Background: an optimization exercise with open tools, aiming at small area and a short achievable clock period. Do not read the settings as production practice. Power and IR drop assume default switching activity.

// fft_16
module fft_16 (
    input                clk,
    input                rst_n,
    input                en,
    input  signed [11:0] sin_re,
    input  signed [11:0] sin_im,
    output signed [11:0] sout_re,
    output signed [11:0] sout_im
);
export LEC_CHECK = 0
export ABC_CLOCK_PERIOD_IN_PS = 2500
export CAP_MARGIN = 20
export CORE_MARGIN = 2
export CORE_UTILIZATION = 40
export SETUP_SLACK_MARGIN = 5
export SLEW_MARGIN = 20
create_clock -name core_clock -period 11.0 [get_ports {clk}]
run.sh (not shown) runs the stock make flow with config.mk's settings and CLKGATE_MAP_FILE= SYNTH_SCRIPT=/design/flow/synth_recipe.tcl, a recipe that flattens the netlist after the stock synthesis.
==> next run, changes <==
Settings changed: ABC_CLOCK_PERIOD_IN_PS 2500 to not set, SETUP_SLACK_MARGIN 5 to not set.
Outcome: The new run passed the timing, DRC and antenna checks; area after synthesis is unchanged; global-route usage goes down by 0.11 points; utilization goes down by 0.30 points; design area goes down by 0.66%; clock power increases by about 6%; setup slack loses 2.5 ns; die area does not change; via count came out lower by 0.90%.
No run of this note included a check of the RTL's function; only the layout flow was run.


Another version of the RTL of fft_16 (not shown whole).
For scale: about 4300 cells after synthesis, about 660 flip-flops, about 51 I/O pins, roughly 41000 um2 of cells after synthesis.
==> flow/config.mk <==
export PLATFORM = sky130hd
export DESIGN_NAME = fft_16
export DESIGN_NICKNAME = fft_16
export VERILOG_FILES = /design/flow/design.v
export SDC_FILE = /design/flow/constraint.sdc
export NUM_CORES = 4
export LEC_CHECK = 0
export ABC_CLOCK_PERIOD_IN_PS = 2500
export CAP_MARGIN = 20
export CORE_MARGIN = 2
export CORE_UTILIZATION = 40
export SLEW_MARGIN = 20
==> flow/constraint.sdc <==
create_clock -name core_clock -period 11.0 [get_ports {clk}]
set_input_delay 2.2000 -clock core_clock [delete_from_list [all_inputs] [get_ports {clk}]]
set_output_delay 2.2000 -clock core_clock [all_outputs]
set_load 0.01 [all_outputs]
standard.sh (not shown) runs the stock make flow with config.mk's settings and CLKGATE_MAP_FILE= SYNTH_SCRIPT=/design/flow/synth_recipe.tcl, a recipe that flattens the netlist after the stock synthesis.
==> flow/flow/run.sh <==
#!/bin/bash
set -euo pipefail
export SETUP_SLACK_MARGIN=7.5
export SETUP_MOVE_SEQUENCE=unbuffer,sizeup,swap,clone,split
bash standard.sh > make_standard.log 2>&1
Edit:
==> flow/flow/run.sh (replaced) <==
#!/bin/bash
set -euo pipefail
export SETUP_SLACK_MARGIN=7.25
export SETUP_MOVE_SEQUENCE=unbuffer,sizeup,swap,clone,split
bash standard.sh > make_standard.log 2>&1
- CTS_BUF_LIST: unset -> sky130_fd_sc_hd__clkbuf_4 sky130_fd_sc_hd__clkbuf_8
After rerunning:
- The changed run went through all stages and came out clean
- maximum frequency went down by about 2.7%
- core utilization went down by 1.5 points
- via count barely changes
- worst setup slack got worse by 0.10 ns
- non-clock buffer count went down by 26
- routed wire length went up by 1.1%
- flip-flop and latch count is unchanged
- cell count went up by about 0.6%
- global-route usage went up by 0.28 points
No run of this note included a check of the RTL's function; only the layout flow was run.


run D:
fft_16, a different RTL version from the one above (not shown whole).
Size: roughly 710 flip-flops.
clock: 11.0 ns
lec_check: 0
abc_clock_period_in_ps: 2500
cap_margin: 20
core_margin: 2
core_utilization: 40
setup_slack_margin: 5
slew_margin: 20
run.sh (not shown) runs the stock make flow with config.mk's settings and CLKGATE_MAP_FILE= SYNTH_SCRIPT=/design/flow/synth_recipe.tcl, a recipe that flattens the netlist after the stock synthesis.
Stock flow here: none of the scripts above is used.
Run D: no failed stages, no open violations at the end
Input-level comparison between run A and run D:
# run D
export LEC_CHECK = 0
export ABC_CLOCK_PERIOD_IN_PS = 2500
export CAP_MARGIN = 20
export CORE_MARGIN = 2
export CORE_UTILIZATION = 40
export SETUP_SLACK_MARGIN = 5
export SLEW_MARGIN = 20
create_clock -name core_clock -period 11.0 [get_ports {clk}]
# run A
export LEC_CHECK = 0
export ABC_CLOCK_PERIOD_IN_PS = 2500
export CAP_MARGIN = 20
export CORE_MARGIN = 2
export CORE_UTILIZATION = 40
export SLEW_MARGIN = 20
create_clock -name core_clock -period 11.0 [get_ports {clk}]
==> flow/flow/run.sh (new file) <==
#!/bin/bash
set -euo pipefail
export SETUP_SLACK_MARGIN=7
bash standard.sh > make_standard.log 2>&1
==> flow/standard.sh (new file) <==
#!/bin/bash
# synth_recipe.tcl (not shown) runs the flow's synth.tcl, then flattens the netlist and writes it again
# the make line also repeats each setting of config.mk as NAME=value (left out here)
make -C /OpenROAD-flow-scripts/flow DESIGN_CONFIG=/design/flow/config.mk WORK_HOME=/design/flow/orfs CLKGATE_MAP_FILE= SYNTH_SCRIPT=/design/flow/synth_recipe.tcl "${@:-finish}"
removed: flow/run.sh
Run A: PASS, flow complete, no timing, DRC or antenna violations. Taking run D as the reference point, the normalized max-slew margin of run A rises by 5.6 points. Sort run D and run A by setup clock skew after layout, descending, and run A comes first. Run A ended with less total number of cells along the worst setup path than run D. On met3 demand-to-capacity share in global routing, run D and run A are neck and neck. Overall power consumption, run D and run A: higher on run A. Between run D and run A, the aggregate routed wire length is lower for run D. Run D -> run A: layout filler cell count flat. In the tables for run D and run A, routed length on met3 reads higher with run A. Diff run D -> run A: antenna cell count lost 1; weighted congestion at the end of routability-driven global placement -4.2%. When the final numbers for run D and run A were put side by side, the power share of the combinational group turned out to be smaller in run D.
Function was not checked in any run of this note: the RTL went through the layout flow alone.

[what the ideal ports hide]
Ports are ideal in the flow. The routed layouts listed here were re-timed in OpenROAD.
Step 1, drivers: a clkbuf_16 drives clk and a buf_2 each remaining input, both assumed.
Step 2 also shifts input and output timing later by t, the mid clock arrival at the registers, as if the neighbouring blocks saw the same clock.
Three values: no drivers, after step 1, after step 2; two values: the first two.
| run | t, ns | setup WS [ns] | clock arrival spread, ns | worst register clock-pin slew, ns | worst slew at a driven data input, ns |
|---|---|---|---|---|---|
| the first run of note 1 | 0.739 | 5.171 / 5.171 / 5.171 | 0.031 / 0.032 | 0.06 / 0.06 | 0.21 |
| the second run of note 1 | 0.726 | 2.696 / 2.696 / 2.696 | 0.052 / 0.052 | 0.07 / 0.07 | 0.19 |
| the first run of note 2 | 0.715 | 7.419 / 7.419 / 6.798 | 0.038 / 0.038 | 0.07 / 0.07 | 0.15 |
| the second run of note 2 | 0.861 | 7.319 / 7.331 / 6.497 | 0.070 / 0.069 | 0.07 / 0.07 | 0.14 |
| run D | 0.724 | 6.391 / 6.423 / 5.716 | 0.023 / 0.023 | 0.07 / 0.07 | 0.13 |
| run A | 0.716 | 7.068 / 7.094 / 6.378 | 0.036 / 0.036 | 0.07 / 0.07 | 0.16 |
After both steps setup and hold are still met in every run listed. The setup slack of the second run of note 2, which loses most, moves by +0.012 ns with the drivers and by -0.822 ns with both steps.
